What follows belongs to an exercise in optimizing a design on an open flow for small area, a short achievable clock period and few clock cycles; a production flow would make more cautious choices. RTL that was checked went through simulation tests only; none was proved equivalent to the original. Function not checked in run 7: the RTL went through the layout flow alone.

==> flow/config.mk <==
export PLATFORM = sky130hd
export DESIGN_NAME = cordic
export DESIGN_NICKNAME = cordic
export VERILOG_FILES = /design/flow/design.v
export SDC_FILE = /design/flow/constraint.sdc
export NUM_CORES = 4
export LEC_CHECK = 0
export CAP_MARGIN = 20
export CORE_MARGIN = 2
export CORE_UTILIZATION = 40
export SETUP_SLACK_MARGIN = 5
export SLEW_MARGIN = 20
==> flow/constraint.sdc <==
create_clock -name core_clock -period 10.0 [get_ports {i_clk}]
set_input_delay 2.0000 -clock core_clock [delete_from_list [all_inputs] [get_ports {i_clk}]]
set_output_delay 2.0000 -clock core_clock [all_outputs]
set_load 0.01 [all_outputs]
==> flow/design.v <==
module fxp_smul
#( parameter QINT=8,
    parameter QFRAC=16)
(out, a, b);
    localparam BIT_WIDTH = QINT + QFRAC; 
    output signed [BIT_WIDTH-1:0] out;
    input signed [BIT_WIDTH-1:0] a;
    input signed [BIT_WIDTH-1:0] b;
    wire [BIT_WIDTH*2-1:0] mul_out;
    assign mul_out = a * b;
    assign out = {mul_out[BIT_WIDTH*2-1],mul_out[BIT_WIDTH*2-QINT-2:QFRAC]};
endmodule
module cordic(i_clk, i_rst, i_en, o_vld, o_cosine, o_sine, i_theta);
    input i_clk;
    input i_rst;
    input i_en;
    input signed [23:0] i_theta;
    output signed [23:0] o_cosine;
    output signed [23:0] o_sine;
    output o_vld;
    localparam W = 19;
    localparam R = 21;
    reg signed [W-1:0] x, y, q;
    reg signed [R-1:0] p;        
    reg [1:0]          mode;     
    reg [5:0]          cnt;      
    reg                busy;
    reg                rot;      
    reg                lst;      
    reg                rwx;      
    reg                rwyn;     
    reg                dbl;      
    reg [3:0]          shx;      
    reg [3:0]          shyn;     
    reg                ix, iy;   
    reg                cxr, cyr; 
    reg                ip;       
    reg                m1;       
    reg                vld;
    assign o_vld = vld;
    assign o_cosine = {{6{y[W-1]}}, y[W-1:1]};
    assign o_sine   = {{6{x[W-1]}}, x[W-1:1]};
    wire [4:0] ai = cnt[5:1];
    wire [16:0] ang =
        ai == 5'd0  ? (dbl ? 17'h1921e : 17'h0) :
        ai == 5'd1  ? 17'h76b1 :
        ai == 5'd2  ? 17'h3eb6 :
        ai == 5'd3  ? 17'h1fd5 :
        ai == 5'd4  ? 17'h0ffa :
        ai == 5'd5  ? 17'h07ff :
        ai == 5'd6  ? 17'h03ff :
        ai == 5'd7  ? 17'h01ff :
        ai == 5'd8  ? 17'h00ff :
        ai == 5'd9  ? 17'h007f :
        ai == 5'd10 ? 17'h003f :
        ai == 5'd11 ? 17'h001f :
        ai == 5'd12 ? 17'h0010 :
        ai == 5'd13 ? 17'h0008 :
        ai == 5'd14 ? 17'h0004 : 17'h0000;
    wire signed [W-1:0] ax = rwx ? x : q;
    wire signed [W-1:0] ay = rwyn ? p[W-1:0] : y;
    wire signed [W-1:0] sx = y >>> shx;
    wire signed [W-1:0] sy = x >>> (~shyn);
    wire cx = cxr | (m1 & ~|y[1:0]);
    wire cy = cyr | (m1 & ~|x[1:0]);
    wire [W:0]  xs1 = {ax, cx} + {ix ? ~sx : sx, cx};
    wire [W:0]  ys1 = {ay, cy} + {iy ? ~sy : sy, cy};
    wire [R:0]  ps1 = {p, ip} + {ip ? ~{4'd0, ang} : {4'd0, ang}, ip};
    wire signed [W-1:0] xa = xs1[W:1];
    wire signed [W-1:0] ya = ys1[W:1];
    wire signed [R-1:0] pa = ps1[R:1];
    wire pn = mode[1] ? (pa[R-1] | (mode[0] & ~pa[R-2])) : mode[0];
    wire [4:0] th = i_theta[23:19];
    wire [1:0] mode0 = th == 5'd0 ? 2'b10 : th == 5'h1f ? 2'b11 : {1'b0, i_theta[23]};
    wire d0n = i_theta[23];
    wire d1n = d0n ? (i_theta < -24'sd51471) : (i_theta < 24'sd51471);
    wire [5:0] cn = cnt + 6'd1;
    wire [3:0] shn = cn < 6'd30 ? cn[4:1] : (cn == 6'd34 ? 4'd4 : 4'd2);
    wire       minv = cn != 6'd34;
    always @(posedge i_clk) begin
        if (i_rst) begin
            busy <= 1'b0;
            vld  <= 1'b0;
        end else if (i_en) begin
            busy <= 1'b1;
            vld  <= 1'b0;
        end else begin
            vld <= busy && cnt == 6'd35;
            if (busy && cnt == 6'd35) busy <= 1'b0;
        end
        if (lst) q <= xa;
        if (i_en) begin
            x    <= 19'sh10000;
            y    <= d0n ? -19'sh10000 : 19'sh10000;
            p    <= {2'b00, i_theta[18:0]};
            mode <= mode0;
            dbl  <= d0n == d1n;
            cnt  <= 6'd1;
            rot  <= 1'b1;
            lst  <= 1'b0;
            rwx  <= 1'b1;
            rwyn <= 1'b0;
            shx  <= 4'd0;
            shyn <= 4'd15;
            ix   <= ~d1n;
            iy   <=  d1n;
            cxr  <= ~d1n;
            cyr  <=  d1n;
            ip   <= ~d0n;
            m1   <= 1'b0;
        end else begin
            cnt <= cn;
            if (rot) begin
                x <= xa;
                y <= ya;
            end else begin
                x <= ya;
                y <= xa;
            end
            if (lst) p[W-1:0] <= ya;
            else     p <= pa;
            rot  <= cn < 6'd29;
            lst  <= cn == 6'd29;
            rwx  <= cn < 6'd30;
            rwyn <= ~(cn < 6'd30);
            shx  <= shn;
            shyn <= ~shn;
            ix   <= cn < 6'd30 & ~pn | ~(cn < 6'd30) & minv;
            iy   <= cn < 6'd30 &  pn | ~(cn < 6'd30) & minv;
            cxr  <= cn < 6'd30 & ~pn;
            cyr  <= cn < 6'd30 &  pn;
            ip   <= cn < 6'd30 & ~pn;
            m1   <= cn == 6'd30;
        end
    end
endmodule
==> flow/run.sh <==
#!/bin/bash
# synth_recipe.tcl (not shown) runs the flow's synth.tcl, then flattens the netlist and writes it again
# the make line also repeats each setting of config.mk as NAME=value (left out here)
make -C /OpenROAD-flow-scripts/flow DESIGN_CONFIG=/design/flow/config.mk WORK_HOME=/design/flow/orfs CLKGATE_MAP_FILE= SYNTH_SCRIPT=/design/flow/synth_recipe.tcl finish
==> results of run 1 <==
-- registers in the layout, indices dropped and copies added (netlist names), 2 cells and up --
name and flops:
mode 2, shx 4, shyn 4, q 19
cnt 6, y 19, x 19, p 21
-- per-layer routing --
metal  part of all wire, %  wire [um]  global-route usage, %
met5                     0          0                      0
met4                   2.6        782                   7.47
met3                   4.4       1290                   3.36
met2                    47      13800                   37.3
met1                    46      13700                   30.8
-- area by class of cell --
| type | count | area (um2) | area share [%] |
|---|---|---|---|
| inverters | 39 | 146 | 1.36 |
| well taps | 324 | 405 | 3.77 |
| clock inverters | 4 | 26.3 | 0.245 |
| flip-flops and latches | 107 | 2370 | 22.0 |
| clock buffers | 12 | 279 | 2.60 |
| multi-input cells | 923 | 6740 | 62.7 |
| repair buffers | 80 | 783 | 7.29 |
-- worst max-delay path: stages, from the launching register on --
cell and delay, ns:
dfxtp_1 0.80, inv_1 0.37, a211oi_1 0.26, a21oi_1 0.11, mux4_2 0.51, xor2_1 0.16, ha_1 0.24, or3_1 0.31
o2bb2ai_1 0.38, o211ai_1 0.24, o21ai_0 0.35, a211oi_1 0.13, o21ai_1 0.27, nor2b_1 0.20, xnor2_1 0.08
-- logic make-up after synthesis --
logic type / Yosys count / share of synthesized area (%)
flip-flops: 107 / 23.9
AND/OR/NAND/NOR: 335 / 16.2
XOR/XNOR: 116 / 10.3
multiplexers: 139 / 16.5
AO/OA/AOI/OAI: 272 / 17.3
adder cells (fa/ha/maj): 61 / 7.87
buffers and inverters: 152 / 7.97
-- how the worst min path moves through the flow --
stage,endpoint,cells past startpoint,slack (ns)
after floorplan,cnt[0]$_SDFF_PP1_,1,0.43
after global placement,p[19]$_SDFFE_PP0N_,2,0.45
after detailed placement,p[19]$_SDFFE_PP0N_,2,0.46
after CTS,p[19]$_SDFFE_PP0N_,2,0.47
after global routing,p[19]$_SDFFE_PP0N_,2,0.49
final,p[19]$_SDFFE_PP0N_,2,0.47
-- cell usage in the layout (no fill, tap or decap), types with 5 or more instances in the layout --
cell type	netlist	final
nand4_1	12	12
clkbuf_16	0	11
or2_2	7	7
a21o_1	16	16
buf_4	49	5
nand2b_1	12	12
nor2b_1	15	15
o21bai_1	5	5
edfxtp_1	22	22
o31ai_1	6	6
clkdlybuf4s50_1	0	74
mux2i_1	75	75
o21ai_0	57	57
xnor2_1	73	73
a21oi_1	94	94
nand3_1	19	19
inv_1	36	36
nor2_1	110	110
o211ai_1	12	12
a211oi_1	20	20
and2_1	10	10
ha_1	59	59
mux2_2	50	50
nand2_1	88	88
a31oi_1	9	9
mux4_2	14	14
dfxtp_1	85	82
or3_1	9	9
xor2_1	43	43
nor3_1	20	20
a211o_1	5	5
or4_1	5	5
and3_1	6	6
-- stage by stage --
step | area (um2) | worst slack, ns | instances | util, %
5_1_grt | 10700 | 5.00 | 1489 | 44.2
2_1_floorplan | 9890 | 6.21 | 1182 | -
6_report | 10700 | 5.33 | 1489 | 44.2
4_1_cts | 10700 | 5.30 | 1489 | 44.2
3_5_place_dp | 10400 | 5.33 | 1473 | 42.9
3_3_place_gp | 10400 | 5.32 | 1473 | 42.9
==> out/qor.yml, run 1 <==
route:
  vias: 8489
  wl_um: 29500
  drc: 0
  via_per_inst: 5.70
  dr.pass1.iters: 7
  wire_per_inst_um: 19.8
  ant_nets: 0
  drt-initial-drc-count: 679
cells_and_area:
  fin_nets: 1248
  layout-drive-gt1-share_pct: 9.18
  antenna_cells: 0
  final.fill_count: 2414
  syn2layout_area_growth_pct: 8.66
worst_setup_path:
  critical_path_class: "flop to flop"
  critPathLaunch: "shx[0]$_SDFF_PP0_"
  startpoint_type: "flop"
  r2r_slack_ns: 5.33
  crit_path_end: "q[12]$_DFFE_PP_"
  cp-end-kind: "flop"
  reg2reg_from: "shx[0]$_SDFF_PP0_"
  critical_path_required_ns: 10.12
  worstPathArrival_ns: 4.79
  cp_max_fo: 18
  timing.rr.end: "q[12]$_DFFE_PP_"
  reg2reg_depth: 14
clocking:
  htree_levels: 3
  clock-root-buffer: "clkbuf_16"
  clkTransAtPathRegs_ns: 0.08
  postCtsSetupBuffers: 0
  cts_tree: "done"
  cts_inserted_buffers: 9
  hold_buffers: 0
  cts_resized: 0
  clk_path_buf_depth: 2
  clock_latency_ns: 0.37
  cts_num_sinks: 107
placed_design:
  gp_congestion: 0.929
  portBuffers: 75
  dpl.hpwl_um: 23400
timing:
  final-hold-violation-count: 0
  fmax_mhz: 214
  relSlewSlack_pct: 30.0
  skew_ns: 0.0136
  setup_viol: 0
  tns_ns: 0
  rsz0062_at_grt: "false"
  whs_ns: 0.465
  min_period_ns: 4.67
  worstMarginPinSlew_ns: 1.05
  finalMaxSlewViolations: 0
  post-route-period-util_pct: 46.7
yosys:
  avgSynthCellArea_um2: 8.36
  synth.distinct_cells: 75
  synthCells: 1182
  synth-main-ff-cell: "dfxtp_1"
  yosys_warnings: 1
  yosysSeqAreaShare_pct: 23.9
  yosysMostFrequentCell: "nor2_1"
  synth_edf_count: 22
  synth_nets: 1270
  yosys-top-cells-count: "110 x nor2_1, 94 x a21oi_1, 88 x nand2_1, 85 x dfxtp_1, 75 x mux2i_1"
  synth_async_sr_flop_share_pct: 0
  synth_top_area_cell: "dfxtp_1"
  synthTopCellsByArea: "dfxtp_1 17%, mux2i_1 7.6%, ha_1 7.5%, edfxtp_1 6.7%, xnor2_1 6.5%"
  synth_seq_cells: 107
  yosys.area.top_type_share_pct: 17.2
  netlist_area_um2: 9890
grt:
  grt_max_degree: 41
  grt_pass1_wl_um: 45800
  grt_pass1_vias: 8004
  track_usage_pct: 22.7
  grt_overflow: 0
  antenna_found_initial: 0
hold_path:
  hold_class: "flop to flop"
  min_from: "p[19]$_SDFFE_PP0N_"
die:
  die_x_um: 161
  ioPinCount: 76
  start_util_pct: 40.7
  die_height_um: 161
  coreArea_um2: 24300
  die_area_um2: 26000
  rows: 57
flow_run:
  drv_cap: 0
run_status:
  status: "no timing/DRC/antenna violations"
Testbench counts, summed over its fixed seeds: cycles 73,736.
==> inputs of run 2 (changes only) <==
==> flow/flow/run.sh (new file) <==
#!/bin/bash
# The standard layout (the standard.sh), except that the port buffers
# buffer_ports inserts are buf_1 cells instead of the larger delay buffers it
# picks by default (every port still gets one), and repair_timing aims at a
# setup slack margin of 5.7 ns.
set -euo pipefail
export BUFFER_PORTS_ARGS="-buffer_cell sky130_fd_sc_hd__buf_1"
bash standard.sh SETUP_SLACK_MARGIN=5.7 finish > standard_flow.log 2>&1
==> flow/standard.sh (new file) <==
#!/bin/bash
# synth_recipe.tcl (not shown) runs the flow's synth.tcl, then flattens the netlist and writes it again
# the make line also repeats each setting of config.mk as NAME=value (left out here)
make -C /OpenROAD-flow-scripts/flow DESIGN_CONFIG=/design/flow/config.mk WORK_HOME=/design/flow/orfs CLKGATE_MAP_FILE= SYNTH_SCRIPT=/design/flow/synth_recipe.tcl "${@:-finish}"
removed: flow/run.sh
==> out/qor.yml, run 2 <==
worst_setup_path:
  cpPeakStageDelay_ns: 0.50  # -0.30 ns
  cp_slowest_cell: "dfxtp_1"
  critical_path_class: "flop to flop"
  cp-end-kind: "flop"
  cp_cell_sequence: "or2_2 -> or4_1 -> xnor2_1 -> ha_1 -> and4_2 -> and4_1 -> o211ai_1 -> nand3b_1 -> a211oi_1 -> xnor2_1 -> a211oi_2 -> o21ai_1"
  reg2reg_depth: 12  # -2
  startpoint_type: "flop"
  critPathLaunch: "cnt[4]$_SDFF_PP0_"
  r2r_slack_ns: 5.83  # +0.50 ns
  reg2reg_from: "cnt[4]$_SDFF_PP0_"
  critPathTopFamily: "simple AND/OR/NAND/NOR gates"
  cp_max_fo: 18  # unchanged
  path_buf_inv: 0  # -1
  worstPathArrival_ns: 4.39  # -0.40 ns
  cp_common_cell: "xnor2_1"
  timing.rr.end: "iy$_DFF_P_"
  critical_path_required_ns: 10.22  # +0.10 ns
yosys:
  yosysMostFrequentCell: "nor2_1"
  yosysSeqAreaShare_pct: 23.9  # unchanged
  synth_edf_count: 22  # unchanged
  synthCells: 1182  # unchanged
  netlist_area_um2: 9890  # unchanged
  synth_top_area_cell: "dfxtp_1"
  synth.distinct_cells: 75  # unchanged
  synth_seq_cells: 107  # unchanged
  yosys.area.top_type_share_pct: 17.2  # unchanged
  avgSynthCellArea_um2: 8.36  # unchanged
  synth_nets: 1270  # unchanged
  yosys_warnings: 1  # unchanged
  synth_async_sr_flop_share_pct: 0  # unchanged
  yosys-top-cells-count: "110 x nor2_1, 94 x a21oi_1, 88 x nand2_1, 85 x dfxtp_1, 75 x mux2i_1"
  synthTopCellsByArea: "dfxtp_1 17%, mux2i_1 7.6%, ha_1 7.5%, edfxtp_1 6.7%, xnor2_1 6.5%"
  synth-main-ff-cell: "dfxtp_1"
timing:
  worstMarginPinSlew_ns: 1.12  # +0.0736 ns
  rsz0062_at_grt: "true"
  finalMaxSlewViolations: 0  # unchanged
  tns_ns: 0  # unchanged
  skew_ns: 0.0162  # +0.00252 ns
  min_period_ns: 4.17  # -0.495 ns
  setup_viol: 0  # unchanged
  post-route-period-util_pct: 41.7  # -5.0 points
  relSlewSlack_pct: 25.1  # -4.9 points
  fmax_mhz: 240  # +12%
  final-hold-violation-count: 0  # unchanged
  setup_ws_ns: 5.83  # +0.495 ns
placed_design:
  portBuffers: 75  # unchanged
  post_dp_cell_area_um2: 9970  # -4.4%
  dp_slack_ns: 5.15  # -0.184 ns
  gp_congestion: 0.921  # -0.82%
  dpl.hpwl_um: 23200  # -0.59%
hold_path:
  hold_path_end: "p[19]$_SDFFE_PP0N_"
  hold_depth: 2  # unchanged
  min_from: "p[19]$_SDFFE_PP0N_"
  hold_class: "flop to flop"
route:
  vias: 8488  # -0.012%
  top_layer: "met4"
  wl_um: 29300  # -0.75%
  wl_met2_um: 13700  # -0.73%
  drt-initial-drc-count: 598  # -12%
  wl_met1_um: 13400  # -2.1%
  dr.pass1.iters: 6  # -1
  wire_per_inst_um: 19.6  # -0.95%
  dr_wl_met3_um: 1540  # +20%
  drc: 0  # unchanged
  ant_nets: 0  # unchanged
  via_per_inst: 5.69  # -0.21%
cells_and_area:
  multiInputGateArea_um2: 6780  # +0.58%
  syn2layout_area_growth_pct: 4.99
  final_util_pct: 42.7  # -1.5 points
  fin_nets: 1251  # +0.24%
  final.fill_count: 2472  # +2.4%
  final_area_um2: 10400  # -3.4%
  largest_reg_flops: 21  # unchanged
  regMostFlops: "p"
  antenna_cells: 0  # unchanged
  final_common_cell: "nor2_1"
  layout-drive-gt1-share_pct: 10.6  # +1.4 points
  mostFrequentLayoutCells: "110 x nor2_1, 93 x a21oi_1, 88 x nand2_1"
  register_area_um2: 2380  # +0.79%
grt:
  grt_overflow: 0  # unchanged
  track_usage_pct: 22.3  # -0.46 points
  grt_pass1_vias: 7756  # -3.1%
  grt_pass1_wl_um: 44900  # -2.0%
  antenna_found_initial: 0  # unchanged
  grt_max_degree: 48  # +17%
die:
  coreArea_um2: 24300  # unchanged
  die_area_um2: 26000  # unchanged
  start_util_pct: 40.7  # unchanged
  ioPinCount: 76  # unchanged
  die_x_um: 161  # unchanged
  die_height_um: 161  # unchanged
  rows: 57  # unchanged
run_status:
  status: "no timing/DRC/antenna violations"
clocking:
  cts_num_sinks: 107  # unchanged
  hold_buffers: 0  # unchanged
  clk_path_buf_depth: 2  # unchanged
  clkTransAtPathRegs_ns: 0.08  # about the same
  cts_tree: "done"
  htree_levels: 3  # unchanged
  clock_latency_ns: 0.36  # about the same
  cts_inserted_buffers: 9  # unchanged
  clock-root-buffer: "clkbuf_16"
flow_run:
  drv_cap: 0  # unchanged
==> run 2: cell counts after synthesis <==
Identical to the previous run, type by type.
==> run 2: final cells by class <==
cell class	instances	area share, %
Inverter	39	1.41
Tap cell	324	3.91
Multi-Input combinational cell	923	65.3
Timing Repair Buffer	83	3.42
Clock inverter	5	0.567
Clock buffer	11	2.45
Sequential cell	107	23.0
==> run 2: repair_timing <==
| item | in CTS | in global routing |
|---|---|---|
| buffers inserted | 0 | 3 |
| setup endpoints to repair | 39 | 34 |
| hold endpoints to repair | 0 | 0 |
| resized for setup | 9 | 14 |
| pin swaps | 0 | 2 |
==> run 2: worst max path at each step <==
stage | end | slack [ns] | depth (start not counted)
finish | iy$_DFF_P_ | 5.83 | 12
global route | p[16]$_DFF_P_ | 5.70 | 14
CTS | p[16]$_DFF_P_ | 5.70 | 16
detailed placement | p[13]$_DFF_P_ | 5.15 | 14
global placement | p[13]$_DFF_P_ | 5.27 | 14
floorplan | p[16]$_DFF_P_ | 6.21 | 14
==> run 2: cells by family after synthesis <==
| logic type | synth area share (%) |
|---|---|
| xor+xnor | 10.3 |
| compound gates | 17.3 |
| buf+inv | 7.97 |
| fa+ha+maj | 7.87 |
| simple gates | 16.2 |
| mux | 16.5 |
| flops | 23.9 |
==> run 2: stage by stage <==
stage,std cells,hold WS (ns)
2_1_floorplan,1182,0.429
3_3_place_gp,1473,0.447
3_5_place_dp,1473,0.451
4_1_cts,1489,0.465
5_1_grt,1492,0.477
6_report,1492,0.462
==> run 2: worst register-to-register path, delay by kind of cell (launching register included) <==
kind,cells,cell delay (ns)
AOI/OAI and AO/OA,4,1.08
xor gates and xnor gates,2,0.47
adders and majority gates,1,0.38
DFF,1,0.50
and+or+nand+nor,5,1.61
==> run 2: per-layer routing <==
metal  GRT usage (%)  vias to the layer above
li1                -                     4166
met1            30.0                     4042
met2            36.8                      249
met3            3.60                       31
met4            6.78                        0
met5               0                        -
==> inputs of run 3 (changes only) <==
==> flow/flow/run.sh (replaced) <==
#!/bin/bash
# The standard layout (the standard.sh), except that the port buffers
# buffer_ports inserts are buf_1 cells instead of the larger delay buffers it
# picks by default (every port still gets one), and repair_timing aims at a
# setup slack margin of 6.4 ns.
set -euo pipefail
export BUFFER_PORTS_ARGS="-buffer_cell sky130_fd_sc_hd__buf_1"
bash standard.sh SETUP_SLACK_MARGIN=6.4 finish > standard_flow.log 2>&1
==> out/qor.yml, run 3 <==
timing:
  finalMaxSlewViolations: 0  # unchanged
  skew_ns: 0.0107  # -0.00548 ns
  fmax_mhz: 265  # +11%
  relSlewSlack_pct: 28.3  # +3.1 points
  min_period_ns: 3.77  # -0.399 ns
  worstMarginPinSlew_ns: 1.07  # -0.0467 ns
  rsz0062_at_grt: "true"
  final-hold-violation-count: 0  # unchanged
  setup_viol: 0  # unchanged
  whs_ns: 0.477  # +0.0154 ns
  post-route-period-util_pct: 37.7  # -4.0 points
  tns_ns: 0  # unchanged
placed_design:
  dpl.hpwl_um: 23400  # +0.69%
  post_dp_cell_area_um2: 9960  # about the same
  portBuffers: 75  # unchanged
  gp_congestion: 0.982  # +6.6%
  dp.cells: 1472  # -0.068%
cells_and_area:
  final_cells: 1549  # +3.8%
  largest_reg_flops: 21  # unchanged
  regMostFlops: "p"
  antenna_cells: 0  # unchanged
  fin_nets: 1308  # +4.6%
  mostFrequentLayoutCells: "105 x nor2_1, 86 x nand2_1, 72 x buf_1"
  multiInputGateArea_um2: 7700  # +14%
  syn2layout_area_growth_pct: 19.4
  register_area_um2: 2420  # +1.4%
  final.fill_count: 2278  # -7.8%
  final_common_cell: "nor2_1"
  layout-drive-gt1-share_pct: 26.3  # +16 points
  final_area_um2: 11800  # +14%
flow_run:
  drv_cap: 0  # unchanged
route:
  dr.pass1.iters: 5  # -1
  drt-initial-drc-count: 761  # +27%
  wl_um: 31800  # +8.6%
  vias: 8900  # +4.9%
  wire_per_inst_um: 20.5  # +4.6%
  ant_nets: 0  # unchanged
  via_per_inst: 5.75  # +1.0%
  drc: 0  # unchanged
worst_setup_path:
  cp-end-kind: "flop"
  worstPathArrival_ns: 4.03  # -0.36 ns
  critical_path_class: "flop to flop"
  critical_path_required_ns: 10.26  # +0.04 ns
  r2r_slack_ns: 6.23  # +0.40 ns
  startpoint_type: "flop"
  cp_max_fo: 6  # -12
clocking:
  clock_latency_ns: 0.37  # about the same
  clock-root-buffer: "clkbuf_16"
  cts_inserted_buffers: 9  # unchanged
  cts_num_sinks: 107  # unchanged
  htree_levels: 3  # unchanged
  clk_path_buf_depth: 2  # unchanged
  clkTransAtPathRegs_ns: 0.08  # about the same
  hold_buffers: 0  # unchanged
  cts_tree: "done"
grt:
  grt_overflow: 0  # unchanged
  grt_pass1_wl_um: 48200  # +7.4%
  antenna_found_initial: 0  # unchanged
  grt_pass1_vias: 8415  # +8.5%
  track_usage_pct: 23.9  # +1.6 points
  grt_max_degree: 41  # -15%
die:
  start_util_pct: 40.7  # unchanged
  die_area_um2: 26000  # unchanged
  ioPinCount: 76  # unchanged
  die_x_um: 161  # unchanged
  rows: 57  # unchanged
  coreArea_um2: 24300  # unchanged
  die_height_um: 161  # unchanged
yosys:
  yosysSeqAreaShare_pct: 23.9  # unchanged
  synth_nets: 1270  # unchanged
  synth_async_sr_flop_share_pct: 0  # unchanged
  yosys.area.top_type_share_pct: 17.2  # unchanged
  synth.distinct_cells: 75  # unchanged
  synth_seq_cells: 107  # unchanged
  synth_edf_count: 22  # unchanged
  synthCells: 1182  # unchanged
  synth-main-ff-cell: "dfxtp_1"
  netlist_area_um2: 9890  # unchanged
  yosys_warnings: 1  # unchanged
  yosysMostFrequentCell: "nor2_1"
  synth_top_area_cell: "dfxtp_1"
  avgSynthCellArea_um2: 8.36  # unchanged
  yosys-top-cells-count: "110 x nor2_1, 94 x a21oi_1, 88 x nand2_1, 85 x dfxtp_1, 75 x mux2i_1"
  synthTopCellsByArea: "dfxtp_1 17%, mux2i_1 7.6%, ha_1 7.5%, edfxtp_1 6.7%, xnor2_1 6.5%"
hold_path:
  hold_class: "flop to flop"
run_status:
  status: "no timing/DRC/antenna violations"
## run 3: worst max-delay path, stage by stage (launching register included)
cell      delay [ns]
dfxtp_4         0.39
mux4_2          0.56
mux4_2          0.53
xor2_2          0.18
ha_4            0.22
a21o_1          0.18
a221o_1         0.41
o21ai_2         0.15
nand2_2         0.11
a211oi_4        0.29
xor2_2          0.29
mux2i_1         0.11
mux2_2          0.27
## run 3: per-stage QoR
stage	setup WS, ns	utilization (%)
3_3_place_gp	5.36	41.0
5_1_grt	6.07	48.5
6_report	6.23	48.5
3_5_place_dp	5.31	41.0
2_1_floorplan	6.38	-
4_1_cts	6.23	46.1
## run 3: routing by layer
layer	vias to the layer above	track usage (%)	share of wire [%]
met5	-	0	0
met4	0	6.53	2.5
met3	40	3.31	5.2
met2	287	39.6	47
met1	4300	32.7	45
li1	4273	-	-
## run 3: kinds of logic after synthesis
logic type / share of synthesized area (%)
and+or+nand+nor: 16.2
buffers and inverters: 7.97
AOI/OAI and AO/OA: 17.3
DFF: 23.9
muxes: 16.5
adders and majority gates: 7.87
xor gates and xnor gates: 10.3
## run 3: worst paths after layout
kind / cells after the start / to / start
hold / removal: 1 / cnt[0]$_SDFF_PP1_ / cnt[0]$_SDFF_PP1_
setup / recovery: 12 / p[16]$_DFF_P_ / shyn[0]$_SDFF_PP1_
setup reg to reg: 12 / p[16]$_DFF_P_ / shyn[0]$_SDFF_PP1_
hold reg to reg: 1 / cnt[0]$_SDFF_PP1_ / cnt[0]$_SDFF_PP1_
## run 3: repair_timing
action,4_1_cts,5_1_grt
buffers inserted,47,13
cloned,1,0
endpoints found under the setup margin,73,57
pin swaps,56,55
resized for setup,150,103
## run 3: area by class of cell
class | instances | share of cell area (%)
multi-input combinational | 923 | 65.2
sequential | 107 | 20.5
timing repair buffer | 139 | 7.10
tap | 324 | 3.43
clock buffer | 13 | 2.30
inverter | 39 | 1.30
clock inverter | 3 | 0.159
timing repair inverter | 1 | 0.0424
==> inputs of run 4 (changes only) <==
==> flow/flow/run.sh (replaced) <==
#!/bin/bash
# The standard layout (the standard.sh), except that the port buffers
# buffer_ports inserts are buf_1 cells instead of the larger delay buffers it
# picks by default (every port still gets one), and repair_timing aims at a
# setup slack margin of 5 ns.
set -euo pipefail
export BUFFER_PORTS_ARGS="-buffer_cell sky130_fd_sc_hd__buf_1"
bash standard.sh SETUP_SLACK_MARGIN=5 finish > standard_flow.log 2>&1
==> out/qor.yml, run 4 <==
clocking:
  clkTransAtPathRegs_ns: 0.08  # about the same
  clock-root-buffer: "clkbuf_16"
  hold_buffers: 0  # unchanged
  cts_tree: "done"
  htree_levels: 3  # unchanged
  clock_latency_ns: 0.37  # about the same
  clk_path_buf_depth: 2  # unchanged
  cts_num_sinks: 107  # unchanged
  cts_inserted_buffers: 9  # unchanged
timing:
  fmax_mhz: 211  # -20%
  relSlewSlack_pct: 26.8  # -1.5 points
  worstMarginPinSlew_ns: 1.10  # +0.0216 ns
  tns_ns: 0  # unchanged
  final-hold-violation-count: 0  # unchanged
  post-route-period-util_pct: 47.4  # +9.6 points
  setup_viol: 0  # unchanged
  skew_ns: 0.0167  # +0.00600 ns
  finalMaxSlewViolations: 0  # unchanged
  min_period_ns: 4.74  # +0.963 ns
  rsz0062_at_grt: "false"
die:
  ioPinCount: 76  # unchanged
  die_area_um2: 26000  # unchanged
  coreArea_um2: 24300  # unchanged
  die_x_um: 161  # unchanged
  start_util_pct: 40.7  # unchanged
  rows: 57  # unchanged
  die_height_um: 161  # unchanged
placed_design:
  portBuffers: 75  # unchanged
  dpl.hpwl_um: 23200  # -0.68%
  gp_congestion: 0.921  # -6.2%
  post_dp_cell_area_um2: 9970  # about the same
grt:
  grt_pass1_vias: 7756  # -7.8%
  grt_overflow: 0  # unchanged
  antenna_found_initial: 0  # unchanged
  track_usage_pct: 22.3  # -1.6 points
  grt_max_degree: 48  # +17%
  grt_pass1_wl_um: 44900  # -6.9%
route:
  via_per_inst: 5.65  # -1.7%
  drt-initial-drc-count: 566  # -26%
  ant_nets: 0  # unchanged
  vias: 8412  # -5.5%
  wl_um: 29100  # -8.6%
  drc: 0  # unchanged
  dr.pass1.iters: 5  # unchanged
  wire_per_inst_um: 19.5  # -4.9%
yosys:
  synth_seq_cells: 107  # unchanged
  synth_edf_count: 22  # unchanged
  yosysMostFrequentCell: "nor2_1"
  synthTopCellsByArea: "dfxtp_1 17%, mux2i_1 7.6%, ha_1 7.5%, edfxtp_1 6.7%, xnor2_1 6.5%"
  synth-main-ff-cell: "dfxtp_1"
  netlist_area_um2: 9890  # unchanged
  yosysSeqAreaShare_pct: 23.9  # unchanged
  synthCells: 1182  # unchanged
  yosys.area.top_type_share_pct: 17.2  # unchanged
  synth_top_area_cell: "dfxtp_1"
  yosys_warnings: 1  # unchanged
  synth_async_sr_flop_share_pct: 0  # unchanged
  avgSynthCellArea_um2: 8.36  # unchanged
  synth.distinct_cells: 75  # unchanged
  yosys-top-cells-count: "110 x nor2_1, 94 x a21oi_1, 88 x nand2_1, 85 x dfxtp_1, 75 x mux2i_1"
  synth_nets: 1270  # unchanged
worst_setup_path:
  worstPathArrival_ns: 5.02  # +0.99 ns
  reg2reg_depth: 12  # unchanged
  cp-end-kind: "flop"
  startpoint_type: "flop"
  reg2reg_from: "shyn[0]$_SDFF_PP1_"
  timing.rr.end: "p[13]$_DFF_P_"
  critical_path_class: "flop to flop"
  critical_path_required_ns: 10.29  # +0.03 ns
  cp_max_fo: 19  # +13
  r2r_slack_ns: 5.26  # -0.96 ns
cells_and_area:
  final_area_um2: 10300  # -13%
  layout-drive-gt1-share_pct: 9.36  # -17 points
  final_common_cell: "nor2_1"
  fin_nets: 1248  # -4.6%
  largest_reg_flops: 21  # unchanged
  mostFrequentLayoutCells: "110 x nor2_1, 94 x a21oi_1, 88 x nand2_1"
  regMostFlops: "p"
  antenna_cells: 0  # unchanged
  syn2layout_area_growth_pct: 4.06
flow_run:
  drv_cap: 0  # unchanged
run_status:
  status: "no timing/DRC/antenna violations"
hold_path:
  hold_depth: 2  # +1
  hold_path_end: "p[19]$_SDFFE_PP0N_"
  hold_class: "flop to flop"
  min_from: "p[19]$_SDFFE_PP0N_"
-- run 4: cell count changes in the layout (fill, tap and decap cells not counted), moves of 11 or more --
| cell | change |
|---|---|
| a21oi_1 | +23 |
| a21oi_2 | -20 |
| buf_4 | -51 |
| dfxtp_1 | +18 |
| dfxtp_4 | -11 |
| ha_1 | +11 |
| mux2i_1 | +15 |
| o21ai_0 | +17 |
| o21ai_1 | -12 |
| xnor2_1 | +19 |
| xnor2_2 | -16 |
-- run 4: cells by family (layout without fill, tap and decap cells) --
| logic type | after synthesis | count (layout) | synth area share (%) |
|---|---|---|---|
| XOR/XNOR | 116 | 116 | 10.3 |
| flip-flops | 107 | 107 | 23.9 |
| AO/OA/AOI/OAI | 272 | 272 | 17.3 |
| AND/OR/NAND/NOR | 335 | 335 | 16.2 |
| adder cells (fa/ha/maj) | 61 | 61 | 7.87 |
| buffers and inverters | 152 | 135 | 7.97 |
| multiplexers | 139 | 139 | 16.5 |
-- run 4: cell type report --
cell class	count	area (um2)
Tap cell	324	405
Clock inverter	5	58.8
Clock buffer	11	254
Fill cell	2486	14000
Timing Repair Buffer	80	320
Multi-Input combinational cell	923	6740
Inverter	39	146
Sequential cell	107	2370
-- run 4: critical path, cell delays in order (launching register included) --
cell and delay [ns]:
dfxtp_1 0.79, mux4_2 0.64, mux4_2 0.48, xor2_1 0.18, ha_1 0.41, a21oi_1 0.17, o21ai_0 0.14, or3_1 0.37
o211ai_1 0.26, nand2_1 0.08, o311ai_0 0.77, nand2_1 0.16, a2bb2oi_1 0.21
-- run 4: per-layer routing --
layer | up-vias | global-route usage (%) | wire [um]
li1 | 4172 | - | -
met1 | 3969 | 30.0 | 13200
met2 | 242 | 36.8 | 13600
met3 | 29 | 3.60 | 1580
met4 | 0 | 6.78 | 644
met5 | - | 0 | 0
-- run 4: repair_timing --
action	CTS	global route
gates resized for setup	0	3
setup buffers	0	0
setup endpoints to repair	0	10
-- run 4: worst max-delay path by stage --
| stage | start | end | slack [ns] |
|---|---|---|---|
| floorplan | shyn[1]$_SDFF_PP1_ | p[16]$_DFF_P_ | 6.21 |
| global placement | shyn[1]$_SDFF_PP1_ | p[13]$_DFF_P_ | 5.27 |
| detailed placement | shyn[1]$_SDFF_PP1_ | p[13]$_DFF_P_ | 5.15 |
| CTS | shyn[1]$_SDFF_PP1_ | p[13]$_DFF_P_ | 5.15 |
| global route | shyn[0]$_SDFF_PP1_ | y[13]$_SDFF_PP0_ | 5.06 |
| finish | shyn[0]$_SDFF_PP1_ | p[13]$_DFF_P_ | 5.26 |
-- run 4: metrics by stage --
step           hold slack (ns)  utilization [%]  setup WS [ns]  instances
2_1_floorplan            0.429                -           6.21       1182
3_3_place_gp             0.447             41.0           5.27       1473
3_5_place_dp             0.451             41.0           5.15       1473
4_1_cts                  0.465             42.3           5.15       1489
5_1_grt                  0.477             42.3           5.06       1489
6_report                 0.462             42.3           5.26       1489
==> inputs of run 5 (changes only) <==
==> flow/flow/run.sh (replaced) <==
#!/bin/bash
# The standard layout (the standard.sh), except that the port buffers
# buffer_ports inserts are buf_1 cells instead of the larger delay buffers it
# picks by default (every port still gets one), and repair_timing aims at a
# setup slack margin of 6.0 ns.
set -euo pipefail
export BUFFER_PORTS_ARGS="-buffer_cell sky130_fd_sc_hd__buf_1"
bash standard.sh SETUP_SLACK_MARGIN=6.0 finish > standard_flow.log 2>&1
==> out/qor.yml, run 5 <==
worst_setup_path:
  cpPeakStageDelay_ns: 0.53  # -0.26 ns
  cp_max_fo: 5  # -14
  critPathTopFamily: "multiplexers"
  path_buf_inv: 2  # +2
  worstPathArrival_ns: 4.31  # -0.71 ns
  cp_slowest_cell: "xnor2_1"
  critical_path_required_ns: 10.31  # +0.02 ns
  cp_cell_sequence: "buf_6 -> mux2_2 -> nor2_1 -> a21oi_1 -> mux4_2 -> xor2_1 -> ha_1 -> and3_1 -> a221o_1 -> o21ai_2 -> nand2_2 -> buf_4 -> xnor2_1 -> nand2b_1 -> nand3_1"
  critical_path_class: "flop to flop"
  cp-end-kind: "flop"
  startpoint_type: "flop"
grt:
  grt_overflow: 0  # unchanged
  grt_pass1_wl_um: 45500  # +1.5%
  grt_pass1_vias: 7886  # +1.7%
  antenna_found_initial: 0  # unchanged
  grt_max_degree: 48  # unchanged
  track_usage_pct: 22.6  # +0.31 points
die:
  rows: 57  # unchanged
  die_x_um: 161  # unchanged
  ioPinCount: 76  # unchanged
  die_area_um2: 26000  # unchanged
  die_height_um: 161  # unchanged
  start_util_pct: 40.7  # unchanged
  coreArea_um2: 24300  # unchanged
cells_and_area:
  antenna_cells: 0  # unchanged
  regMostFlops: "p"
  largest_reg_flops: 21  # unchanged
  final_cells: 1522  # +2.2%
  fin_nets: 1281  # +2.6%
  final.fill_count: 2435  # -2.1%
  mostFrequentLayoutCells: "109 x nor2_1, 87 x nand2_1, 87 x a21oi_1"
  syn2layout_area_growth_pct: 9.34
  final_common_cell: "nor2_1"
  final_util_pct: 44.5  # +2.1 points
  layout-drive-gt1-share_pct: 16.0  # +6.7 points
flow_run:
  drv_cap: 0  # unchanged
yosys:
  synth.distinct_cells: 75  # unchanged
  avgSynthCellArea_um2: 8.36  # unchanged
  synth_edf_count: 22  # unchanged
  netlist_area_um2: 9890  # unchanged
  yosysMostFrequentCell: "nor2_1"
  yosys.area.top_type_share_pct: 17.2  # unchanged
  synthTopCellsByArea: "dfxtp_1 17%, mux2i_1 7.6%, ha_1 7.5%, edfxtp_1 6.7%, xnor2_1 6.5%"
  synth_top_area_cell: "dfxtp_1"
  yosys_warnings: 1  # unchanged
  yosysSeqAreaShare_pct: 23.9  # unchanged
  synth_nets: 1270  # unchanged
  synth-main-ff-cell: "dfxtp_1"
  synth_seq_cells: 107  # unchanged
  synth_async_sr_flop_share_pct: 0  # unchanged
  synthCells: 1182  # unchanged
  yosys-top-cells-count: "110 x nor2_1, 94 x a21oi_1, 88 x nand2_1, 85 x dfxtp_1, 75 x mux2i_1"
clocking:
  cts_inserted_buffers: 9  # unchanged
  htree_levels: 3  # unchanged
  hold_buffers: 0  # unchanged
  clk_path_buf_depth: 2  # unchanged
  clock-root-buffer: "clkbuf_16"
  clkTransAtPathRegs_ns: 0.08  # about the same
  clock_latency_ns: 0.37  # about the same
  cts_num_sinks: 107  # unchanged
  cts_tree: "done"
route:
  via_per_inst: 5.65  # about the same
  drc: 0  # unchanged
  vias: 8598  # +2.2%
  ant_nets: 0  # unchanged
  wl_um: 30100  # +3.4%
  drt-initial-drc-count: 600  # +6.0%
  wire_per_inst_um: 19.8  # +1.1%
  dr.pass1.iters: 7  # +2
timing:
  finalMaxSlewViolations: 0  # unchanged
  rsz0062_at_grt: "true"
  relSlewSlack_pct: 23.8  # -3.0 points
  final-hold-violation-count: 0  # unchanged
  skew_ns: 0.0166  # -0.0000322 ns
  post-route-period-util_pct: 40.1  # -7.3 points
  tns_ns: 0  # unchanged
  worstMarginPinSlew_ns: 1.14  # +0.0451 ns
  min_period_ns: 4.01  # -0.730 ns
  fmax_mhz: 250  # +18%
  setup_viol: 0  # unchanged
hold_path:
  hold_class: "flop to flop"
placed_design:
  gp_congestion: 0.921  # unchanged
  portBuffers: 75  # unchanged
  dpl.hpwl_um: 23200  # unchanged
  dp.cells: 1473  # unchanged
run_status:
  status: "no timing/DRC/antenna violations"
run 5: changes by cell type in the layout (fill, tap and decap cells not counted), moves of 4 or more:
cell     before  now
a21oi_1      94   87
xor2_1       43   37
o21ai_1       3    8
ha_1         59   55
dfxtp_1      81   69
ha_2          0    4
dfxtp_4       0    5
xor2_2        0    6
buf_4         5   34
a21oi_2       1    8
dfxtp_2       4   11
o21ai_0      57   50
run 5: area by class of cell:
| class | instances | area, um2 | area share [%] |
|---|---|---|---|
| clock inverters | 5 | 58.8 | 0.544 |
| repair buffers | 113 | 592 | 5.47 |
| inverters | 39 | 150 | 1.39 |
| well taps | 324 | 405 | 3.75 |
| clock buffers | 11 | 254 | 2.35 |
| multi-input cells | 923 | 6960 | 64.3 |
| flip-flops and latches | 107 | 2390 | 22.2 |
run 5: stage by stage:
step / cell area [um2] / hold WS, ns / setup WS [ns]
floorplan: 9890 / 0.429 / 6.21
global placement: 9970 / 0.447 / 5.27
detailed placement: 9970 / 0.451 / 5.15
CTS: 10500 / 0.465 / 6.00
global route: 10800 / 0.477 / 5.92
finish: 10800 / 0.461 / 5.99
run 5: logic make-up after synthesis:
family / synth area share (%)
multiplexers: 16.5
buffers and inverters: 7.97
XOR/XNOR: 10.3
AND/OR/NAND/NOR: 16.2
flip-flops: 23.9
adder cells (fa/ha/maj): 7.87
AO/OA/AOI/OAI: 17.3
run 5: worst paths after layout:
path	from	endpoint	slack [ns]	depth (start not counted)
setup / recovery	shyn[1]$_SDFF_PP1_	y[12]$_SDFF_PP0_	5.99	15
hold / removal	p[19]$_SDFFE_PP0N_	p[19]$_SDFFE_PP0N_	0.46	2
setup reg to reg	shyn[1]$_SDFF_PP1_	y[12]$_SDFF_PP0_	5.99	15
hold reg to reg	p[19]$_SDFFE_PP0N_	p[19]$_SDFFE_PP0N_	0.46	2
run 5: worst register-to-register path, cell delays in order, from the launching register on:
cell	delay [ns]
dfxtp_4	0.39
buf_6	0.12
mux2_2	0.36
nor2_1	0.11
a21oi_1	0.07
mux4_2	0.49
xor2_1	0.17
ha_1	0.39
and3_1	0.18
a221o_1	0.36
o21ai_2	0.14
nand2_2	0.11
buf_4	0.15
xnor2_1	0.53
nand2b_1	0.24
nand3_1	0.14
run 5: metal layers:
layer,share of wire [%],global-route usage [%],up-vias
met5,0,0,-
met4,2.7,7.14,0
met3,5.6,3.54,40
met2,47,37.2,261
met1,45,30.4,4074
li1,-,-,4223
run 5: what timing repair did:
action,CTS,global route
setup endpoints to repair,58,44
pin swaps,6,23
resized for setup,27,48
buffers inserted,12,21
==> inputs of run 6 (changes only) <==
--- a/flow/config.mk
+++ b/flow/config.mk
@@ -7,6 +7,7 @@
 export LEC_CHECK = 0
 export CAP_MARGIN = 20
 export CORE_MARGIN = 2
-export CORE_UTILIZATION = 40
+export CORE_UTILIZATION = 55
+export CTS_BUF_LIST = sky130_fd_sc_hd__clkbuf_4 sky130_fd_sc_hd__clkbuf_8
 export SETUP_SLACK_MARGIN = 5
 export SLEW_MARGIN = 20
==> out/qor.yml, run 6 <==
run_status:
  status: "no timing/DRC/antenna violations"
clocking:
  cts_inserted_buffers: 9  # unchanged
  htree_levels: 3  # unchanged
  hold_buffers: 0  # unchanged
  clk_path_buf_depth: 2  # unchanged
  clkTransAtPathRegs_ns: 0.11  # +0.03 ns
  clock-root-buffer: "clkbuf_8"
  clock_latency_ns: 0.40  # +0.03 ns
  cts_tree: "done"
  cts_num_sinks: 107  # unchanged
yosys:
  yosys.area.top_type_share_pct: 17.2  # unchanged
  synthCells: 1182  # unchanged
  yosysMostFrequentCell: "nor2_1"
  synth_async_sr_flop_share_pct: 0  # unchanged
  yosys_warnings: 1  # unchanged
  synth_top_area_cell: "dfxtp_1"
  synth_seq_cells: 107  # unchanged
  yosys-top-cells-count: "110 x nor2_1, 94 x a21oi_1, 88 x nand2_1, 85 x dfxtp_1, 75 x mux2i_1"
  synth_nets: 1270  # unchanged
  synth_edf_count: 22  # unchanged
  avgSynthCellArea_um2: 8.36  # unchanged
  netlist_area_um2: 9890  # unchanged
  synthTopCellsByArea: "dfxtp_1 17%, mux2i_1 7.6%, ha_1 7.5%, edfxtp_1 6.7%, xnor2_1 6.5%"
  synth-main-ff-cell: "dfxtp_1"
  yosysSeqAreaShare_pct: 23.9  # unchanged
  synth.distinct_cells: 75  # unchanged
die:
  start_util_pct: 55.6  # +15 points
  rows: 49  # -14%
  die_x_um: 138  # -14%
  ioPinCount: 76  # unchanged
  coreArea_um2: 17800  # -27%
  die_height_um: 138  # -14%
  die_area_um2: 19100  # -27%
timing:
  setup_viol: 0  # unchanged
  final-hold-violation-count: 0  # unchanged
  post-route-period-util_pct: 39.6  # -0.48 points
  fmax_mhz: 253  # +1.2%
  skew_ns: 0.00992  # -0.00673 ns
  min_period_ns: 3.96  # -0.0480 ns
  finalMaxSlewViolations: 0  # unchanged
  rsz0062_at_grt: "true"
  whs_ns: 0.464  # +0.00309 ns
  tns_ns: 0  # unchanged
  relSlewSlack_pct: 25.6  # +1.8 points
  worstMarginPinSlew_ns: 1.11  # -0.0265 ns
worst_setup_path:
  cp_max_fo: 6  # +1
  startpoint_type: "flop"
  worstPathArrival_ns: 4.12  # -0.19 ns
  cp-end-kind: "flop"
  critical_path_required_ns: 10.16  # -0.15 ns
  reg2reg_depth: 15  # unchanged
  critical_path_class: "flop to flop"
route:
  drt-initial-drc-count: 684  # +14%
  ant_nets: 0  # unchanged
  vias: 8717  # +1.4%
  wl_um: 29300  # -2.7%
  drc: 0  # unchanged
  via_per_inst: 6.07  # +7.4%
  wire_per_inst_um: 20.4  # +3.0%
  dr.pass1.iters: 5  # -2
cells_and_area:
  mostFrequentLayoutCells: "109 x nor2_1, 87 x nand2_1, 86 x a21oi_1"
  final_common_cell: "nor2_1"
  syn2layout_area_growth_pct: 8.83
  fin_nets: 1291  # +0.78%
  antenna_cells: 0  # unchanged
  layout-drive-gt1-share_pct: 18.0  # +2.0 points
  largest_reg_flops: 21  # unchanged
  regMostFlops: "p"
flow_run:
  drv_cap: 0  # unchanged
hold_path:
  hold_class: "flop to flop"
  hold_depth: 2  # unchanged
grt:
  grt_pass1_wl_um: 43900  # -3.6%
  antenna_found_initial: 0  # unchanged
  grt_pass1_vias: 7818  # -0.86%
  track_usage_pct: 29.2  # +6.6 points
  grt_overflow: 0  # unchanged
  grt_max_degree: 61  # +27%
placed_design:
  dpl.hpwl_um: 21900  # -5.8%
  gp_congestion: 0.942  # +2.2%
  portBuffers: 75  # unchanged
run 6: cell types whose count changed in the layout (fill, tap and decap cells not counted), moves of 2 or more:
cell	before	now
clkinv_4	0	3
clkbuf_16	10	0
a211oi_1	19	16
xnor2_2	2	4
mux2i_2	2	4
mux2i_4	0	2
buf_4	34	41
mux2i_1	73	69
a211oi_2	3	5
xnor2_1	71	69
clkbuf_8	0	10
run 6: cells by family after synthesis:
family | synth area share [%]
simple gates | 16.2
compound gates | 17.3
buf+inv | 7.97
mux | 16.5
xor+xnor | 10.3
flops | 23.9
fa+ha+maj | 7.87
run 6: final cells by class:
class                           count  area [um2]
Timing Repair inverter              1        5.00
Timing Repair Buffer              122         679
Tap cell                          229         287
Fill cell                        1648        7020
Inverter                           39         154
Multi-Input combinational cell    923        7050
Sequential cell                   107        2390
Clock buffer                       11         145
Clock inverter                      5        46.3
run 6: final timing paths:
| kind | from | end | slack [ns] |
|---|---|---|---|
| max | shx[1]$_SDFF_PP0_ | q[17]$_DFFE_PP_ | 6.04 |
| min | p[19]$_SDFFE_PP0N_ | p[19]$_SDFFE_PP0N_ | 0.46 |
| max reg2reg | shx[1]$_SDFF_PP0_ | q[17]$_DFFE_PP_ | 6.04 |
| min reg2reg | p[19]$_SDFFE_PP0N_ | p[19]$_SDFFE_PP0N_ | 0.46 |
run 6: timing repair:
action / 4_1_cts / 5_1_grt
pin swaps: 3 / 31
cloned: 0 / 1
setup buffers: 7 / 37
setup endpoints to repair: 55 / 47
gates resized for setup: 27 / 77
run 6: worst max-delay path, cell delays in order (launching register included):
cell      delay, ns
dfxtp_4        0.39
buf_12         0.11
buf_4          0.10
mux2i_1        0.32
a21oi_1        0.15
mux4_2         0.49
xor2_1         0.17
ha_1           0.42
nand4_1        0.12
a21oi_1        0.08
o311ai_2       0.43
nand3_1        0.16
a31o_2         0.25
a21oi_1        0.16
xor2_1         0.28
inv_1          0.07
run 6: routing by layer:
metal	vias to the layer above	routed length [um]	GRT usage, %
met5	-	0	0
met4	0	656	7.79
met3	49	1710	3.60
met2	292	13900	49.0
met1	4140	13000	39.9
li1	4236	-	-
run 6: through the flow:
step,instances,setup WS (ns),area (um2),util [%]
detailed placement,1376,5.14,9840,55.3
finish,1437,6.04,10800,60.5
global placement,1376,5.18,9840,55.3
CTS,1399,5.96,10100,57.1
floorplan,1182,6.21,9890,-
global route,1437,5.94,10800,60.5
==> inputs of run 7 (changes only) <==
--- a/flow/design.v
+++ b/flow/design.v
@@ -59,12 +59,12 @@
         ai == 5'd14 ? 17'h0004 : 17'h0000;
     wire signed [W-1:0] ax = rwx ? x : q;
     wire signed [W-1:0] ay = rwyn ? p[W-1:0] : y;
-    wire signed [W-1:0] sx = y >>> shx;
-    wire signed [W-1:0] sy = x >>> (~shyn);
+    wire signed [W-1:0] sx = (ix ? ~y : y) >>> shx;
+    wire signed [W-1:0] sy = (iy ? ~x : x) >>> (~shyn);
     wire cx = cxr | (m1 & ~|y[1:0]);
     wire cy = cyr | (m1 & ~|x[1:0]);
-    wire [W:0]  xs1 = {ax, cx} + {ix ? ~sx : sx, cx};
-    wire [W:0]  ys1 = {ay, cy} + {iy ? ~sy : sy, cy};
+    wire [W:0]  xs1 = {ax, cx} + {sx, cx};
+    wire [W:0]  ys1 = {ay, cy} + {sy, cy};
     wire [R:0]  ps1 = {p, ip} + {ip ? ~{4'd0, ang} : {4'd0, ang}, ip};
     wire signed [W-1:0] xa = xs1[W:1];
     wire signed [W-1:0] ya = ys1[W:1];
--- a/flow/config.mk
+++ b/flow/config.mk
@@ -7,7 +7,6 @@
 export LEC_CHECK = 0
 export CAP_MARGIN = 20
 export CORE_MARGIN = 2
-export CORE_UTILIZATION = 55
-export CTS_BUF_LIST = sky130_fd_sc_hd__clkbuf_4 sky130_fd_sc_hd__clkbuf_8
+export CORE_UTILIZATION = 40
 export SETUP_SLACK_MARGIN = 5
 export SLEW_MARGIN = 20
==> out/qor.yml, run 7 <==
cells_and_area:
  final_common_cell: "nor2_1"
  antenna_cells: 0  # unchanged
  regMostFlops: "p"
  mostFrequentLayoutCells: "105 x nor2_1, 101 x nand2_1, 74 x buf_1"
  largest_reg_flops: 21  # unchanged
  layout-drive-gt1-share_pct: 14.8  # -3.3 points
  syn2layout_area_growth_pct: 8.10
  fin_nets: 1280  # -0.85%
route:
  dr_wl_met3_um: 1580  # -7.5%
  via_per_inst: 5.62  # -7.4%
  wl_met2_um: 13900  # +0.19%
  wl_met1_um: 13900  # +6.9%
  drc: 0  # unchanged
  dr.pass1.iters: 8  # +3
  vias: 8548  # -1.9%
  drt-initial-drc-count: 671  # -1.9%
  top_layer: "met4"
  ant_nets: 0  # unchanged
  wl_um: 29700  # +1.5%
  wire_per_inst_um: 19.5  # -4.1%
timing:
  min_period_ns: 3.86  # -0.0985 ns
  post-route-period-util_pct: 38.6  # -0.98 points
  tns_ns: 0  # unchanged
  worstMarginPinSlew_ns: 1.02  # -0.0981 ns
  fmax_mhz: 259  # +2.6%
  rsz0062_at_grt: "false"
  setup_ws_ns: 6.14  # +0.0985 ns
  finalMaxSlewViolations: 0  # unchanged
  setup_viol: 0  # unchanged
  relSlewSlack_pct: 32.1  # +6.5 points
  skew_ns: 0.00992  # +0.00000717 ns
  final-hold-violation-count: 0  # unchanged
yosys:
  avgSynthCellArea_um2: 8.33  # -0.41%
  synth_nets: 1277  # +0.55%
  yosys.area.top_type_share_pct: 17.2  # -0.030 points
  yosysMostFrequentCell: "nor2_1"
  synth_xor_area_share_pct: 10.3  # -0.018 points
  synth-main-ff-cell: "dfxtp_1"
  synth_async_sr_flop_share_pct: 0  # unchanged
  synth.distinct_cells: 76  # +1.3%
  netlist_area_um2: 9900  # +0.18%
  yosys_warnings: 1  # unchanged
  synth_top_family_by_area: "compound AO/OA/AOI/OAI gates"
  yosys-top-cells-count: "106 x nor2_1, 101 x nand2_1, 85 x dfxtp_1, 76 x a21oi_1, 70 x mux2i_1"
  synthCells: 1189  # +0.59%
  yosysSeqAreaShare_pct: 23.9  # -0.042 points
  synth.mux.area_fraction_pct: 16.6  # +0.15 points
  yosys.area_share.simple_pct: 15.2  # -0.99 points
  synthAdderAreaFrac_pct: 7.86  # -0.014 points
  synth_seq_cells: 107  # unchanged
  synth_top_area_cell: "dfxtp_1"
  synth_compound_area_share_pct: 18.2  # +0.84 points
  synth_edf_count: 22  # unchanged
  synthTopCellsByArea: "dfxtp_1 17%, ha_1 7.5%, mux2i_1 7.1%, edfxtp_1 6.7%, mux2_2 6.1%"
die:
  die_height_um: 161  # +17%
  start_util_pct: 40.7  # -15 points
  ioPinCount: 76  # unchanged
  die_area_um2: 26000  # +37%
  rows: 57  # +16%
  die_x_um: 161  # +17%
  coreArea_um2: 24300  # +37%
worst_setup_path:
  critical_path_class: "flop to flop"
  worstPathArrival_ns: 3.98  # -0.14 ns
  reg2reg_from: "shx[0]$_SDFF_PP0_"
  reg2reg_depth: 16  # +1
  critical_path_required_ns: 10.12  # -0.04 ns
  cp_common_cell: "mux2_2"
  cp_slowest_cell: "dfxtp_4"
  r2r_slack_ns: 6.14  # +0.10 ns
  path_buf_inv: 1  # -2
  cp-end-kind: "flop"
  critPathTopFamily: "compound AO/OA/AOI/OAI gates"
  cp_cell_sequence: "mux2_2 -> mux2_2 -> mux2_2 -> xor2_1 -> nand2_1 -> o21ai_0 -> ha_1 -> and3_1 -> o21ai_0 -> nand2_1 -> a21bo_2 -> a21o_1 -> a21o_1 -> a21oi_1 -> xnor2_2 -> inv_1"
  cpPeakStageDelay_ns: 0.42  # -0.07 ns
  cp_max_fo: 7  # +1
  startpoint_type: "flop"
  timing.rr.end: "q[11]$_DFFE_PP_"
clocking:
  clkTransAtPathRegs_ns: 0.08  # -0.03 ns
  cts_inserted_buffers: 9  # unchanged
  clk_path_buf_depth: 2  # unchanged
  clock-root-buffer: "clkbuf_16"
  clock_latency_ns: 0.37  # -0.03 ns
  htree_levels: 3  # unchanged
  cts_num_sinks: 107  # unchanged
  cts_tree: "done"
hold_path:
  min_from: "cnt[0]$_SDFF_PP1_"
  hold_depth: 1  # -1
  hold_path_end: "cnt[0]$_SDFF_PP1_"
  hold_class: "flop to flop"
grt:
  track_usage_pct: 22.4  # -6.8 points
  grt_pass1_wl_um: 45200  # +3.0%
  grt_max_degree: 84  # +38%
  antenna_found_initial: 0  # unchanged
  grt_overflow: 0  # unchanged
  grt_pass1_vias: 7801  # -0.22%
placed_design:
  dp_slack_ns: 5.23  # +0.0814 ns
  dpl.hpwl_um: 22400  # +2.3%
  gp_congestion: 0.896  # -4.8%
  portBuffers: 75  # unchanged
flow_run:
  drv_cap: 0  # unchanged
run_status:
  status: "no timing/DRC/antenna violations"
==> run 7: metal layers <==
layer / track usage, % / vias up
li1: - / 4208
met1: 31.9 / 4053
met2: 37.0 / 266
met3: 2.70 / 21
met4: 3.49 / 0
met5: 0 / -
==> run 7: layout make-up <==
| class | count | area, um2 |
|---|---|---|
| Clock buffer | 9 | 225 |
| Clock inverter | 7 | 51.3 |
| Fill cell | 2453 | 13600 |
| Inverter | 52 | 195 |
| Multi-Input combinational cell | 921 | 6940 |
| Sequential cell | 107 | 2400 |
| Tap cell | 324 | 405 |
| Timing Repair Buffer | 101 | 485 |
==> run 7: how the worst max path moves through the flow <==
stage,start,end,slack [ns],cells after the start
finish,shx[0]$_SDFF_PP0_,q[11]$_DFFE_PP_,6.14,16
global route,shyn[0]$_SDFF_PP1_,y[18]$_DFF_P_,5.99,17
CTS,shyn[0]$_SDFF_PP1_,p[15]$_DFF_P_,5.98,16
detailed placement,shyn[0]$_SDFF_PP1_,p[15]$_DFF_P_,5.23,16
global placement,shyn[0]$_SDFF_PP1_,p[15]$_DFF_P_,5.31,16
floorplan,shx[1]$_SDFF_PP0_,q[18]$_DFFE_PP_,6.10,19
==> run 7: stage by stage <==
step	utilization [%]	instance area, um2	hold WS (ns)	cells
final	44.0	10700	0.487	1521
after global routing	44.0	10700	0.511	1521
after CTS	42.8	10400	0.482	1504
after detailed placement	41.3	10000	0.463	1485
after global placement	41.3	10000	0.453	1485
after floorplan	-	9900	0.428	1189
==> run 7: logic make-up (layout without fill, tap and decap cells) <==
group	count (synthesis)	count (layout)
buf+inv	161	169
flops	107	107
mux	139	139
fa+ha+maj	61	61
simple gates	327	327
compound gates	278	278
xor+xnor	116	116
==> run 7: repair_timing <==
action / CTS / global route
hold buffers: 0 / 0
buffers inserted: 3 / 17
gates resized for setup: 23 / 45
cloned: 0 / 0
setup endpoints to repair: 57 / 43
pin swaps: 0 / 11

[port drivers added, routing unchanged]
In the flow no input, the clock included, has a driving cell. The finished layouts below were timed again as built, in two steps. Step 1 (the two cells are an assumption about what drives the block):
set clk [get_ports {i_clk}]
set_driving_cell -lib_cell sky130_fd_sc_hd__clkbuf_16 $clk
set_driving_cell -lib_cell sky130_fd_sc_hd__buf_2 [delete_from_list [all_inputs] $clk]
Step 2 adds t to the input delays and takes it off the output delays; t is the mean of the earliest and latest rising clock arrival at the registers after step 1. Input paths then give back, and output paths get back, about the clock's delay inside the block. Slacks: ideal ports / drivers / drivers and shift; pairs: ideal ports / drivers.
run | t, ns | setup slack, ns | latest minus earliest clock arrival (ns)
run 1 | 0.411 | 5.334 / 5.334 / 5.334 | 0.015 / 0.015
run 2 | 0.407 | 5.829 / 5.829 / 5.628 | 0.016 / 0.016
run 3 | 0.404 | 6.228 / 6.228 / 5.889 | 0.011 / 0.011
run 4 | 0.408 | 5.265 / 5.265 / 5.265 | 0.017 / 0.017
run 5 | 0.409 | 5.995 / 5.995 / 5.693 | 0.017 / 0.018
run 6 | 0.435 | 6.043 / 6.043 / 5.799 | 0.010 / 0.010
run 7 | 0.413 | 6.141 / 6.141 / 6.141 | 0.010 / 0.010
After both steps setup and hold are still met in every run listed. The setup slack of run 3, which loses most, moves by 0.000 ns with the drivers and by -0.339 ns with both steps.
